What follows belongs to an exercise in optimizing a design on an open flow for small area, a short achievable clock period and few clock cycles; a production flow would make more cautious choices. Only simulation tests tie the RTL to the original design; equivalence was not proved. Power figures rest on the tool's default switching activity, not on a simulated workload.

Setup of job 104:
## ipdc
module ipdc (                        
	input         i_clk,
	input         i_rst_n,
	input         i_op_valid,
	input  [ 2:0] i_op_mode,
	input         i_in_valid,
	input  [23:0] i_in_data,
	output        o_in_ready,
	output        o_out_valid,
	output [23:0] o_out_data
);
reg  [1535:0] ring;
wire [  23:0] rp [0:63];
genvar gi;
generate
    for (gi = 0; gi < 64; gi = gi + 1) begin : g_rp
        assign rp[gi] = ring[24*gi +: 24];
    end
endgenerate
wire        ld_first;        
reg         med_ins;         
wire [23:0] med_res;
wire [23:0] ring_in = med_ins ? med_res : (i_in_valid ? i_in_data : rp[0]);
always @(posedge i_clk) begin
    ring <= {ring_in, ring[1535:24]};
end
reg [5:0] B;
always @(posedge i_clk or negedge i_rst_n) begin
    if (!i_rst_n)               B <= 6'd0;
    else if (ld_first)          B <= 6'd63;
    else                        B <= B - 6'd1;
end
wire op_load = i_op_valid & (i_op_mode == 3'd0);
wire op_disp = i_op_valid & (i_op_mode != 3'd0) & ~i_op_mode[2] | i_op_valid & (i_op_mode == 3'd4);
wire op_med  = i_op_valid & (i_op_mode == 3'd5);
wire op_cs   = i_op_valid & (i_op_mode[2:1] == 2'b11);
reg in_ready_r;
always @(posedge i_clk or negedge i_rst_n) begin
    if (!i_rst_n) in_ready_r <= 1'b0;
    else          in_ready_r <= op_load;
end
assign o_in_ready = in_ready_r;
reg [5:0] icnt;
reg       icnt0, icnt63;     
always @(posedge i_clk or negedge i_rst_n) begin
    if (!i_rst_n) begin
        icnt     <= 6'd0;
        icnt0    <= 1'b1;
        icnt63   <= 1'b0;
    end
    else begin
        if (i_in_valid) begin
            icnt   <= icnt + 6'd1;
  ...
==> flow/config.mk <==
export PLATFORM = sky130hd
export DESIGN_NAME = ipdc
export DESIGN_NICKNAME = ipdc
export VERILOG_FILES = /design/flow/design.v
export SDC_FILE = /design/flow/constraint.sdc
export NUM_CORES = 4
export LEC_CHECK = 0
export CAP_MARGIN = 20
export CORE_MARGIN = 2
export CORE_UTILIZATION = 40
export CTS_CLUSTER_DIAMETER = 120
export CTS_CLUSTER_SIZE = 30
export SLEW_MARGIN = 20
==> flow/constraint.sdc <==
create_clock -name core_clock -period 10.0 [get_ports {i_clk}]
set_input_delay 2.0000 -clock core_clock [delete_from_list [all_inputs] [get_ports {i_clk}]]
set_output_delay 2.0000 -clock core_clock [all_outputs]
set_load 0.01 [all_outputs]
standard.sh (not shown) runs the stock make flow with config.mk's settings and CLKGATE_MAP_FILE= SYNTH_SCRIPT=/design/flow/synth_recipe.tcl, a recipe that flattens the netlist after the stock synthesis.
==> flow/flow/run.sh <==
#!/bin/bash
# Standard ORFS layout; timing repair aims for a setup slack of 6.75 ns
# against the 10 ns clock, i.e. for a cycle of about 3.25 ns.
bash standard.sh SETUP_SLACK_MARGIN=6.75 finish > standard.log 2>&1
Testbench counts of job 104, summed over its fixed seeds: cycles 13,449.
The inputs of job 103 differ from those of job 104 as listed below.
Settings: a change of CTS_CLUSTER_DIAMETER from 120 to 80.
==> flow/flow/run.sh <==
#!/bin/bash
# Standard ORFS layout with two settings changed:
#  - timing repair aims for a setup slack of 6.75 ns against the 10 ns clock
#    (a cycle of about 3.25 ns);
#  - the majority cells (maj3) are added to the platform's don't-use list, so
#    that synthesis does not build the 8-bit comparators as slow maj3 chains.
set -euo pipefail
DONT_USE="sky130_fd_sc_hd__lpflow_bleeder_1 sky130_fd_sc_hd__lpflow_clkbufkapwr_1 sky130_fd_sc_hd__lpflow_clkbufkapwr_16 sky130_fd_sc_hd__lpflow_clkbufkapwr_2 sky130_fd_sc_hd__lpflow_clkbufkapwr_4 sky130_fd_sc_hd__lpflow_clkbufkapwr_8 sky130_fd_sc_hd__lpflow_clkinvkapwr_1 sky130_fd_sc_hd__lpflow_clkinvkapwr_16 sky130_fd_sc_hd__lpflow_clkinvkapwr_2 sky130_fd_sc_hd__lpflow_clkinvkapwr_4 sky130_fd_sc_hd__lpflow_clkinvkapwr_8 sky130_fd_sc_hd__lpflow_decapkapwr_12 sky130_fd_sc_hd__lpflow_decapkapwr_3 sky130_fd_sc_hd__lpflow_decapkapwr_4 sky130_fd_sc_hd__lpflow_decapkapwr_6 sky130_fd_sc_hd__lpflow_decapkapwr_8 sky130_fd_sc_hd__lpflow_inputiso0n_1 sky130_fd_sc_hd__lpflow_inputiso0p_1 sky130_fd_sc_hd__lpflow_inputiso1n_1 sky130_fd_sc_hd__lpflow_inputiso1p_1 sky130_fd_sc_hd__lpflow_inputisolatch_1 sky130_fd_sc_hd__lpflow_isobufsrc_1 sky130_fd_sc_hd__lpflow_isobufsrc_16 sky130_fd_sc_hd__lpflow_isobufsrc_2 sky130_fd_sc_hd__lpflow_isobufsrc_4 sky130_fd_sc_hd__lpflow_isobufsrc_8 sky130_fd_sc_hd__lpflow_isobufsrckapwr_16 sky130_fd_sc_hd__lpflow_lsbuf_lh_hl_isowell_tap_1 sky130_fd_sc_hd__lpflow_lsbuf_lh_hl_isowell_tap_2 sky130_fd_sc_hd__lpflow_lsbuf_lh_hl_isowell_tap_4 sky130_fd_sc_hd__lpflow_lsbuf_lh_isowell_4 sky130_fd_sc_hd__lpflow_lsbuf_lh_isowell_tap_1 sky130_fd_sc_hd__lpflow_lsbuf_lh_isowell_tap_2 sky130_fd_sc_hd__lpflow_lsbuf_lh_isowell_tap_4 sky130_fd_sc_hd__probe_p_8 sky130_fd_sc_hd__probec_p_8  sky130_fd_sc_hd__maj3_1 sky130_fd_sc_hd__maj3_2 sky130_fd_sc_hd__maj3_4"
bash standard.sh "DONT_USE_CELLS=$DONT_USE" SETUP_SLACK_MARGIN=6.75 finish > standard.log 2>&1
==> run summary <==
- Critical path data arrival time: job 103 < job 104
- Relative to job 104, total of plain and repair buffers excluding clock buffers has gone down in job 103.
- Going from job 104 to job 103, total power after layout grew by a few percent.
- Against job 104, fmax in job 103 came out better.
- Compared with job 104, final weighted congestion in routability-driven placement in job 103 increased slightly.
- Lower post-cts repair resize count among job 104 and job 103: job 103
- Diff job 104 -> job 103 | wire length of the first global-routing pass | increase of 7700 um
- Setup slack in job 103 vs job 104: up 0.030 ns
- Between job 103 and job 104, it is job 103 whose initial antenna violation count is higher, by 2.
- Delta (job 103 minus job 104): count of clock-buffer cells in the layout picked up an extra 17, core outline area higher.

* * *

ipdc again, from the RTL that the note above started with.
==> flow/config.mk <==
export PLATFORM = sky130hd
export DESIGN_NAME = ipdc
export DESIGN_NICKNAME = ipdc
export VERILOG_FILES = /design/flow/design.v
export SDC_FILE = /design/flow/constraint.sdc
export NUM_CORES = 4
export LEC_CHECK = 0
export CAP_MARGIN = 10
export CORE_MARGIN = 2
export CORE_UTILIZATION = 40
export CTS_CLUSTER_DIAMETER = 120
export CTS_CLUSTER_SIZE = 30
export SLEW_MARGIN = 10
==> flow/constraint.sdc <==
create_clock -name core_clock -period 10.0 [get_ports {i_clk}]
set_input_delay 2.0000 -clock core_clock [delete_from_list [all_inputs] [get_ports {i_clk}]]
set_output_delay 2.0000 -clock core_clock [all_outputs]
set_load 0.01 [all_outputs]
==> flow/flow/run.sh <==
#!/bin/bash
# Standard ORFS layout; timing repair aims for a setup slack of 6.75 ns
# against the 10 ns clock, i.e. for a cycle of about 3.25 ns. After the
# floorplan, the register that drives o_out_valid is given the next drive
# strength of its cell type (size_io.tcl).
set -euo pipefail
bash standard.sh SETUP_SLACK_MARGIN=6.75 floorplan > standard_floorplan.log 2>&1
openroad -no_init -exit flow/size_io.tcl > size_io.log 2>&1
bash standard.sh SETUP_SLACK_MARGIN=6.75 finish > standard_finish.log 2>&1
==> flow/flow/size_io.tcl <==
# Give the o_out_valid register (dfrtp_1 from synthesis) the _2 drive strength.
set odb orfs/results/sky130hd/ipdc/base/2_floorplan.odb
read_liberty $::env(FLOW_HOME)/platforms/sky130hd/lib/sky130_fd_sc_hd__tt_025C_1v80.lib
read_db $odb
foreach inst [get_cells *] {
    set name [get_name $inst]
    if {![regexp {^ov\$} $name]} { continue }
    set cell [get_property [get_lib_cells -of_objects $inst] name]
    if {$cell eq "sky130_fd_sc_hd__dfrtp_1"} {
        replace_cell $inst sky130_fd_sc_hd__dfrtp_2
        puts "upsized $name to dfrtp_2"
    }
}
write_db $odb
Testbench counts at the start, summed over its fixed seeds: cycles 13,449.
Edit:
==> flow/flow/run.sh (replaced) <==
#!/bin/bash
# Standard ORFS layout; timing repair aims for a setup slack of 6.75 ns
# against the 10 ns clock, i.e. for a cycle of about 3.25 ns.
bash standard.sh SETUP_SLACK_MARGIN=6.75 finish > standard.log 2>&1
- CAP_MARGIN: 10 -> 20
- PLACE_DENSITY: default -> 0.72
- SLEW_MARGIN: 10 -> 20
removed: flow/flow/size_io.tcl
What happened: Clock power is about the same. Wire length drops by a few percent. Design area is about the same. Area after synthesis is unchanged. Clock skew is about the same.
Edit:
- CAP_MARGIN: 20 -> 10
- CORE_UTILIZATION: 40 -> 50
- PLACE_DENSITY: 0.72 -> default
- SLEW_MARGIN: 20 -> 10
=>
- The new run completed with no timing, DRC or antenna violations
- worst setup slack is worse by 13 ps
- routed wire length rises by 2.1%
- cell area came out lower by 0.61%
- die area went down by 20%
- clock skew is about the same
- clock-buffer cell count is unchanged
- via count drops by 1.1%
- register-to-register slack improved by 20 ps
- synthesized area does not change
- core utilization increases by 11 points
- first-iteration DRC count goes up by 1.6%

* * *

Setup of lane 1:
ipdc, a different RTL version from the one above (not shown whole).
Size: about 5100 cells after synthesis, about 2300 flip-flops.
clock: 10.0 ns
lec_check: 0
cap_margin: 20
core_margin: 2
core_utilization: 40
cts_cluster_diameter: 80
cts_cluster_size: 30
slew_margin: 20
==> flow/flow/run.sh <==
#!/bin/bash
# Standard ORFS layout with two settings changed:
#  - timing repair aims for a setup slack of 6.75 ns against the 10 ns clock
#    (a cycle of about 3.25 ns);
#  - the majority cells (maj3) are added to the platform's don't-use list, so
#    that synthesis does not build the 8-bit comparators as slow maj3 chains.
set -euo pipefail
DONT_USE="sky130_fd_sc_hd__lpflow_bleeder_1 sky130_fd_sc_hd__lpflow_clkbufkapwr_1 sky130_fd_sc_hd__lpflow_clkbufkapwr_16 sky130_fd_sc_hd__lpflow_clkbufkapwr_2 sky130_fd_sc_hd__lpflow_clkbufkapwr_4 sky130_fd_sc_hd__lpflow_clkbufkapwr_8 sky130_fd_sc_hd__lpflow_clkinvkapwr_1 sky130_fd_sc_hd__lpflow_clkinvkapwr_16 sky130_fd_sc_hd__lpflow_clkinvkapwr_2 sky130_fd_sc_hd__lpflow_clkinvkapwr_4 sky130_fd_sc_hd__lpflow_clkinvkapwr_8 sky130_fd_sc_hd__lpflow_decapkapwr_12 sky130_fd_sc_hd__lpflow_decapkapwr_3 sky130_fd_sc_hd__lpflow_decapkapwr_4 sky130_fd_sc_hd__lpflow_decapkapwr_6 sky130_fd_sc_hd__lpflow_decapkapwr_8 sky130_fd_sc_hd__lpflow_inputiso0n_1 sky130_fd_sc_hd__lpflow_inputiso0p_1 sky130_fd_sc_hd__lpflow_inputiso1n_1 sky130_fd_sc_hd__lpflow_inputiso1p_1 sky130_fd_sc_hd__lpflow_inputisolatch_1 sky130_fd_sc_hd__lpflow_isobufsrc_1 sky130_fd_sc_hd__lpflow_isobufsrc_16 sky130_fd_sc_hd__lpflow_isobufsrc_2 sky130_fd_sc_hd__lpflow_isobufsrc_4 sky130_fd_sc_hd__lpflow_isobufsrc_8 sky130_fd_sc_hd__lpflow_isobufsrckapwr_16 sky130_fd_sc_hd__lpflow_lsbuf_lh_hl_isowell_tap_1 sky130_fd_sc_hd__lpflow_lsbuf_lh_hl_isowell_tap_2 sky130_fd_sc_hd__lpflow_lsbuf_lh_hl_isowell_tap_4 sky130_fd_sc_hd__lpflow_lsbuf_lh_isowell_4 sky130_fd_sc_hd__lpflow_lsbuf_lh_isowell_tap_1 sky130_fd_sc_hd__lpflow_lsbuf_lh_isowell_tap_2 sky130_fd_sc_hd__lpflow_lsbuf_lh_isowell_tap_4 sky130_fd_sc_hd__probe_p_8 sky130_fd_sc_hd__probec_p_8  sky130_fd_sc_hd__maj3_1 sky130_fd_sc_hd__maj3_2 sky130_fd_sc_hd__maj3_4"
bash standard.sh "DONT_USE_CELLS=$DONT_USE" SETUP_SLACK_MARGIN=6.75 finish > standard.log 2>&1
Testbench counts of lane 1, summed over its fixed seeds: cycles 13,349.
--- input diff lane 1..lane 2 ---
==> flow/flow/run.sh <==
#!/bin/bash
# Standard ORFS layout; timing repair aims for a setup slack of 6.75 ns
# against the 10 ns clock, i.e. for a cycle of about 3.25 ns.
bash standard.sh SETUP_SLACK_MARGIN=6.75 finish > standard.log 2>&1
## What came out
Lane 2: wire length on met2 is about 4% lower than what lane 1 reported.
Re global-route wire length before repair: lane 2 is 3.0% down on lane 1.
Fmax was lower in lane 2 than in lane 1.
Between lane 1 and lane 2, multi-input combinational gate total is lower for lane 2, lane 1 comes in above that.
Compared with lane 1, lane 2 is the more power-hungry design.
Diff lane 1 and lane 2: share of the cycle needed by the critical path after routing higher in lane 2
Compared with lane 1, lane 2 shows a higher multi-input gate share of total cell area.
Lane 2 vs lane 1, part of the power in combinational logic went up by 3.5 points.

==> separate check: timing with driven ports <==
Ports are ideal in the flow. The routed layouts listed here were re-timed in OpenROAD. Step 1: set_driving_cell puts a clkbuf_16 on i_clk and a buf_2 on each other input, an assumption about the parent block. Step 2 also shifts input and output timing later by t, the mid clock arrival at the registers, as if the neighbouring blocks saw the same clock. a / b / c = ideal / step 1 / step 2; a / b = the first two.
| run | shift t [ns] | setup slack, ns | hold slack, ns | worst setup path at the end | worst data-port slew with drivers (ns) |
|---|---|---|---|---|---|
| job 104 | 0.784 | 6.725 / 6.647 / 6.216 | 0.313 / 0.313 / 0.313 | input to register | 0.05 |
| job 103 | 0.816 | 6.756 / 6.681 / 6.188 | 0.305 / 0.305 / 0.305 | input to register | 0.04 |
| the first run of note 2 | 0.794 | 6.745 / 6.669 / 6.283 | 0.314 / 0.314 / 0.314 | input to register | 0.08 |
| the second run of note 2 | 0.772 | 6.761 / 6.686 / 6.199 | 0.307 / 0.307 / 0.307 | input to register | 0.10 |
| the third run of note 2 | 0.772 | 6.748 / 6.677 / 6.304 | 0.315 / 0.315 / 0.315 | input to register | 0.04 |
| lane 1 | 0.801 | 6.732 / 6.653 / 6.108 | 0.301 / 0.301 / 0.301 | input to register | 0.04 |
| lane 2 | 0.823 | 6.617 / 6.609 / 6.368 | 0.308 / 0.308 / 0.308 | input to register | 0.04 |
After both steps every run listed still meets setup and hold. The setup slack of lane 1, which loses most, moves by -0.079 ns with the drivers and by -0.624 ns with both steps.
